Context: an optimization exercise on an open-source flow, tuned for a short achievable clock period and few clock cycles. The choices shown serve that exercise and are no tape-out recipe. In this exercise RTL edits were held to simulation tests only and were not proved equivalent to the original. Power and IR drop assume default switching activity.

==> flow/design.v <==
`timescale 1ns / 1ps
module CPU(
    input clk,
    input rst,
    output [31:0] imem_addr,
    input  [31:0] imem_rdata,
    output [31:0] dmem_addr,
    output [31:0] dmem_wdata,
    output dmem_we,
    input  [31:0] dmem_rdata
    );
    wire [31:0] nextPC,inst;
    reg [31:0] newPC;
    wire [5:0] opcode,funct;
    wire [4:0] rs,rt,rd,shamt;
    wire [15:0] imm;
    wire [25:0] addr;
    reg [4:0] rd_rt_ra;
    reg [31:0] f_mem_pc;
    wire [31:0] dataA,dataB;
    wire [31:0] f,imme,b_imme;
    wire [31:0] mem;
    wire [2:0] ALU_OP;
    wire [1:0] rd_rt_ra_s;
    wire [1:0] f_mem_pc_s;
    wire [1:0] pc_jr_b_ja_s;
    wire WriteReg;
    wire b_imme_s;
    wire imme_s;
    wire MemWrite;
    wire ZF, OF;
    InstGetter getter (
        .clk(clk),
        .rst(rst),
        .newPC(newPC),
        .imem_rdata(imem_rdata),
        .inst(inst),
        .nextPC(nextPC),
        .PCo(imem_addr)
    );
    assign {opcode,rs,rt,rd,shamt,funct} = inst;  
    assign imm = inst[15:0];  
    assign addr = inst[25:0];  
    always @(*)
        case (pc_jr_b_ja_s)
            2'b00 : newPC = nextPC;
            2'b01 : newPC = dataA;
            2'b10 : newPC = nextPC + (imme<<2);
            default: newPC = {nextPC[31:28],addr,2'b00};
        endcase
    RegHeap regs (
        .clk(clk),
        .rst(rst),
        .WriteReg(WriteReg),
        .addrA(rs),
        .addrB(rt),
        .addrW(rd_rt_ra),
        .dataW(f_mem_pc),
        .dataA(dataA),
        .dataB(dataB)
    );
    always @(*)
        case (rd_rt_ra_s)
            2'b00 : rd_rt_ra = rd;
            2'b01 : rd_rt_ra = rt;
            2'b10 : rd_rt_ra = 5'h1f;
            default: rd_rt_ra = 5'b0;
        endcase
    always @(*)
        case (f_mem_pc_s)
            2'b00 : f_mem_pc = f;
            2'b01 : f_mem_pc = mem;
            2'b10 : f_mem_pc = nextPC;
            default: f_mem_pc = 32'h0;
        endcase
    SimpleALU alu (
        .ALU_OP(ALU_OP),
        .A(dataA),
        .B(b_imme),
        .ZF(ZF),
        .OF(OF),
        .F(f)
    );
    assign imme = imme_s ? {imm[15]?16'hffff:16'h0,imm} : {16'h0,imm};
    assign b_imme = b_imme_s ? imme : dataB;
    assign dmem_addr = f;
    assign dmem_wdata = dataB;
    assign dmem_we = MemWrite;
    assign mem = dmem_rdata;
    Controller controller(
        .opcode(opcode),
        .funct(funct),
        .ZF(ZF),
        .w_r_s(rd_rt_ra_s),
        .imm_s(imme_s),
        .w_r_data_s(f_mem_pc_s),
        .rt_imm_s(b_imme_s),
        .ALU_OP(ALU_OP),
        .WriteReg(WriteReg),
        .MemWrite(MemWrite),
        .PC_s(pc_jr_b_ja_s)
    );
endmodule
`timescale 1ns / 1ps
module InstGetter(
    input clk,
    input rst,
    input [31:0] newPC,
    input [31:0] imem_rdata,
    output [31:0] inst,
    output [31:0] nextPC,
    output [31:0] PCo
    );
    reg [31:0] PC;
    assign nextPC = PC + 4;
    assign PCo = PC;
    assign inst = imem_rdata;
    always @ (posedge clk or posedge rst)
        if (rst) PC <= 32'b0;
        else PC <= newPC;
endmodule
`timescale 1ns / 1ps
module Controller(
    input [5:0] opcode,
    input [5:0] funct,
    input ZF,
    output reg [1:0] w_r_s,
    output reg imm_s,
    output reg [1:0] w_r_data_s,
    output reg rt_imm_s,
    output reg [2:0] ALU_OP,
    output reg MemWrite,
    output reg WriteReg,
    output reg [1:0] PC_s
);
    always @(*) begin
        casex (opcode)
            6'b000_000: begin  
                {w_r_s,w_r_data_s,rt_imm_s,MemWrite} = 0;
                imm_s = 1'b0;
                WriteReg = 1;
                casex(funct)
                    6'b100_000 : ALU_OP = 3'b100;
                    6'b100_010 : ALU_OP = 3'b101;
                    6'b100_1xx : ALU_OP = {1'b0,funct[1:0]};
                    6'b101_011 : ALU_OP = 3'b110;
                    6'b000_100 : ALU_OP = 3'b111;
                    default : ALU_OP = 3'b000;
                endcase
                PC_s = funct == 6'b001000;  
            end
            6'b001xxx : begin   
                {rt_imm_s,WriteReg,MemWrite,w_r_data_s,w_r_s,PC_s} = 9'b1100001_00;
                imm_s = opcode[2:0] == 3'b000;
                case(opcode[2:0])
                    3'b000 : ALU_OP = 3'b100;
                    3'b100 : ALU_OP = 3'b000;
                    3'b110 : ALU_OP = 3'b010;
                    3'b011 : ALU_OP = 3'b110;
                    default: ALU_OP = 3'b000;
                endcase
            end
            6'b100011 : {w_r_s,imm_s,w_r_data_s,rt_imm_s,MemWrite,PC_s,WriteReg,ALU_OP} = 13'b0110110001100;
            6'b101011 : {w_r_s,imm_s,w_r_data_s,rt_imm_s,MemWrite,PC_s,WriteReg,ALU_OP} = 13'b0010011000100;
            6'b00010x : begin
                {w_r_s,imm_s,rt_imm_s,w_r_data_s,ALU_OP,WriteReg,MemWrite} = 11'b00_1_0_00_101_0_0;
                PC_s = {ZF^opcode[0],1'b0};
            end
            6'b000_01x: begin
                {imm_s,rt_imm_s,ALU_OP,MemWrite,PC_s} = 8'b0_0_000_0_11;
                w_r_s = {opcode[0],1'b0};
                w_r_data_s = {opcode[0],1'b0};
                WriteReg = opcode[0];
            end
            default : {w_r_s,imm_s,w_r_data_s,rt_imm_s,MemWrite,PC_s,WriteReg,ALU_OP} = 0;
        endcase
    end
endmodule
`timescale 1ns / 1ps
module SimpleALU(
    input [2:0] ALU_OP,
    input [31:0] A,
    input [31:0] B,
    output reg ZF,
    output reg OF,
    output reg [31:0] F
    );
	 wire exSign,as;
	 wire [31:0] FAdd;
	 assign as = ALU_OP[1] ^ ALU_OP[0];
	 assign {exSign,FAdd} = A+(as?~B:B)+as;
    always @(*) begin
        casex(ALU_OP)
            3'b000 : F = A & B;
            3'b001 : F = A | B;
            3'b010 : F = A ^ B;
            3'b011 : F = ~(A | B);
            3'b10x : F = FAdd;
            3'b110 : F = {31'b0,A<B};
            3'b111 : F = B<<A;
            default: F = 32'b0;
        endcase
        ZF = ~| F;
    end
	always @(*) begin
		casex(ALU_OP)
			3'b10x : OF = A[31] ^ B[31] ^ FAdd[31] ^ exSign;
			default: OF = 0;
		endcase
	end
endmodule
`timescale 1ns / 1ps
module RegHeap(
    input [4:0] addrA,
    input [4:0] addrB,
    input [4:0] addrW,
    input [31:0] dataW,
    input WriteReg,
    input clk,
    input rst,
    output [31:0] dataA,
    output [31:0] dataB
    );
    reg [31:0] heap[31:0];
    assign dataA = heap[addrA];
    assign dataB = heap[addrB];
    integer i;
    always @(posedge clk or posedge rst)
        if (rst) for (i=0;i<32;i=i+1) heap[i] <=0;
        else if (WriteReg && addrW) heap[addrW] <= dataW;
endmodule
==> flow/run.sh <==
#!/bin/bash
# synth_recipe.tcl (not shown) runs the flow's synth.tcl, then flattens the netlist and writes it again
# the make line also repeats each setting of config.mk as NAME=value (left out here)
make -C /OpenROAD-flow-scripts/flow DESIGN_CONFIG=/design/flow/config.mk WORK_HOME=/design/flow/orfs CLKGATE_MAP_FILE= SYNTH_SCRIPT=/design/flow/synth_recipe.tcl finish
==> flow/config.mk <==
export PLATFORM = sky130hd
export DESIGN_NAME = CPU
export DESIGN_NICKNAME = CPU
export VERILOG_FILES = /design/flow/design.v
export SDC_FILE = /design/flow/constraint.sdc
export NUM_CORES = 4
export LEC_CHECK = 0
export CAP_MARGIN = 20
export CORE_MARGIN = 2
export CORE_UTILIZATION = 40
export SETUP_SLACK_MARGIN = 0.5
export SLEW_MARGIN = 20
==> flow/constraint.sdc <==
create_clock -name core_clock -period 11.0 [get_ports {clk}]
set_input_delay 2.2000 -clock core_clock [delete_from_list [all_inputs] [get_ports {clk}]]
set_output_delay 2.2000 -clock core_clock [all_outputs]
set_load 0.01 [all_outputs]
==> flow_summary_export.csv <==
group,metric,value,unit
final_layout,finish.instance_area,0.0761,sq mm
cts,path_clk_slew,0.06,ns
cts,cts_tree,"done",
grt,busiest_layer,"met2",
sta,maxSlewHeadroom,18.6,%
grt,grt_overflow_total,0,
routing,drt_iter0_markers,12391,
logic_synthesis,synth_ff_type,"dfrtp_1",
sta,fin_setup_tns,0,ns
critical_path,worstPathRequired,8.80,ns
power_and_ir_drop,leakagePower,34.2,nW
logic_synthesis,syn_area,0.0636,sq mm
min_path,hp-start,"regs.heap[0][22]",
critical_path,crit_family,"buffers and inverters",
grt,use_met1,62.2,%
cts,htree_levels,3,
logic_synthesis,synth.avg_cell_area,8.21,sq um
final_layout,drive_above_1_share,14.6,%
final_layout,final_common_cell,"nand2_1",
logic_synthesis,netlist_instances,7746,
cts,holdBufCountCts,0,
sta,tightest_slew,1.22,ns
min_path,hold_path_end,"regs.heap[0][22]",
routing,route.detailed.drc,0,
sta,setup_viol,0,
run,cap_viol_max_count,0,
grt,grtUsageTotal,49.7,%
routing,routedWlPerCell,40.7,microns
critical_path,cpMaxStageDelayCell,"clkdlybuf4s50_1",
floorplanning,start_util,40.2,%
sta,fin_crit_sh,95.5,%
sta,finalHoldViolCount,0,
critical_path,crit_fanout,17,
critical_path,crit_type,"input pin to output pin",
routing,wl,414000,microns
critical_path,arrival,8.30,ns
power_and_ir_drop,vdd_drop_max,0.158,mV
critical_path,path_common_cell,"buf_4",
floorplanning,dieHeight,403,microns
logic_synthesis,async_flop_share,100,%
power_and_ir_drop,cellPowerDensity,151,mW/mm^2
cts,clk_latency,0.83,ns
grt,use_met2,70.6,%
logic_synthesis,yosysUniqueCellTypes,98,
logic_synthesis,yosysSeqAreaShare,41.6,%
placed_design,port_buffers,162,
logic_synthesis,syn_nets,7973,
grt,grt_max_degree,162,
sta,rsz0062_at_grt,"true",
logic_synthesis,ys_ff_latch,1056,
sta,min_period,10.50,ns
grt,antenna_found_initial,32,
cts,cts_root_buf,"clkbuf_16",
placed_design,dpl-instance-area,0.0713,sq mm
floorplanning,ioPinCount,163,
critical_path,r2r_end,"getter.PC[7]",
sta,fin_skew,0.0736,ns
cts,clock_sinks,1056,
final_layout,area_growth,19.6,%
final_layout,layout.nets,8210,
logic_synthesis,synth-edff-count,0,
routing,final_antenna_net_count,0,
critical_path,endpoint_kind,"output pin",
routing,vias,71011,
final_layout,layout_common_cells,"1197 x nand2_1, 1106 x o21ai_0, 1056 x dfrtp_1",
floorplanning,core,0.158,sq mm
critical_path,r2r_start,"regs.heap[18][1]",
critical_path,r2r_slack,3.06,ns
min_path,min_path_type,"flop to flop",
critical_path,crit_buf_inv,10,
critical_path,ff2ff_path_depth,28,
sta,fmax,0.0952,GHz
routing,via_per_inst,6.98,
placed_design,place_hpwl,293000,microns
critical_path,crit_path_max_incr_delay,0.53,ns
grt,grt_pass1_vias,65645,
min_path,whs_path_depth,0,
logic_synthesis,ys_warn_count,6,
floorplanning,placementRows,146,
routing,first_pass_iters,9,
cts,clk_path_buf_depth,3,
grt,grt_pass1_wl,558000,microns
floorplanning,fp.dieW,403,microns
status,status,"timing/DRC/antenna clean",
grt,use_met3,17.7,%
floorplanning,die_area,0.162,sq mm
sta,slew_violations,0,
cts,cts_buffers,115,
placed_design,routabilityCongestion,1.06,
critical_path,critPathLaunchType,"input pin",
## how the worst max path moves through the flow
stage                   start  cells after the start             to  slack (ns)
3_3_place_gp   imem_rdata[17]                     26  dmem_addr[30]       -0.19
6_report       imem_rdata[23]                     26  dmem_addr[31]        0.50
5_1_grt        imem_rdata[20]                     30  dmem_addr[31]        0.35
2_1_floorplan             rst                      1   getter.PC[0]       -5.76
4_1_cts        imem_rdata[19]                     27  dmem_addr[30]        0.49
3_5_place_dp   imem_rdata[17]                     26  dmem_addr[30]       -0.11
## kinds of logic (layout without fill, tap and decap cells)
kind of cell               Yosys count  after routing  synth area share, %
AOI/OAI and AO/OA                 2297           2297                 22.8
xor gates and xnor gates           100            100                 1.38
adders and majority gates          161            161                 3.19
buffers and inverters              881           1208                 5.50
DFF                               1056           1056                 41.6
muxes                               78             78                 1.29
other                                0             26                    0
and+or+nand+nor                   3173           3173                 24.3
## final cells by class
cell class	instances	area, sq um
inverters	137	518
flip-flops and latches	1056	26400
clock buffers	144	3130
clock inverters	63	1060
diodes	26	65.1
well taps	2072	2590
fillers	15448	82100
repair buffers	864	7440
multi-input cells	5809	34800
## sequential cells by signal, summed over array words and instances (netlist names)
| name | count |
|---|---|
| getter.PC | 32 |
| regs.heap | 1024 |
## through the flow
| step | std cells | total power, W | hold WS (ns) | setup WS, ns | util, % |
|---|---|---|---|---|---|
| after floorplan | 7746 | 0.00570 | 0.444 | -5.76 | - |
| after global placement | 9924 | 0.00697 | 0.383 | -0.189 | 45.0 |
| after detailed placement | 9925 | 0.00699 | 0.384 | -0.111 | 45.1 |
| after CTS | 10140 | 0.0113 | 0.399 | 0.490 | 47.9 |
| after global routing | 10149 | 0.0117 | 0.416 | 0.348 | 48.0 |
| final | 10171 | 0.0115 | 0.399 | 0.500 | 48.1 |
## cell usage after synthesis (all sizes together) (36+ instances only)
master | number | area, sq um
and4 | 36 | 315
inv | 137 | 514
xnor2 | 48 | 420
nand3 | 622 | 3110
o21ai | 1132 | 5670
nand2 | 1232 | 4620
buf | 137 | 702
nand4 | 229 | 1430
ha | 159 | 1990
and3 | 379 | 2370
dfrtp | 1056 | 26400
a221oi | 55 | 482
a22o | 48 | 420
xor2 | 52 | 455
nor4 | 60 | 403
a21oi | 222 | 1110
mux2i | 63 | 631
nor2 | 327 | 1230
nor3 | 66 | 335
clkbuf | 607 | 2280
a2111oi | 99 | 892
nand2b | 36 | 225
a211oi | 56 | 460
a22oi | 349 | 2630
## layer usage
layer  part of all wire, %  up-vias
li1                      -    28750
met4                   9.0       26
met1                    36    34691
met3                    14     1614
met2                    41     5930
met5                 0.039        -
## where the power goes
group / internal, W / switching, W / total [W]
clock: 0.00256 / 0.00184 / 0.00440
sequential: 0.00416 / 0.000360 / 0.00452
combinational: 0.000851 / 0.00170 / 0.00255
## what timing repair did
item	CTS	global route
endpoints found under the setup margin	15	24
pin swaps	4	6
setup buffers	8	5
resized for setup	43	61
Testbench counts, summed over its fixed seeds: cycles 425,573.

[static timing again, ports no longer ideal]
The results above use ideal ports. As a check the final layout listed here was re-extracted and re-timed, cells and wires unchanged.
Step 1 (the two cells are an assumption about what drives the block):
set clk [get_ports {clk}]
set_driving_cell -lib_cell sky130_fd_sc_hd__clkbuf_16 $clk
set_driving_cell -lib_cell sky130_fd_sc_hd__buf_2 [delete_from_list [all_inputs] $clk]
Step 2 times the ports against the registers' clock, not the clock port: input delays grow and output delays shrink by t, the midpoint of the rising clock arrivals with the driver on.
a / b / c = no drivers / after step 1 / after step 2; a / b = the first two.
shift t [ns]: 0.877
setup WS [ns]: 0.500 / 0.474 / 0.474
worst slew at a driven data input, ns: 0.07
After both steps setup and hold are still met in this run. For this run, drivers alone change the setup slack by -0.026 ns; drivers and shift together by -0.026 ns.
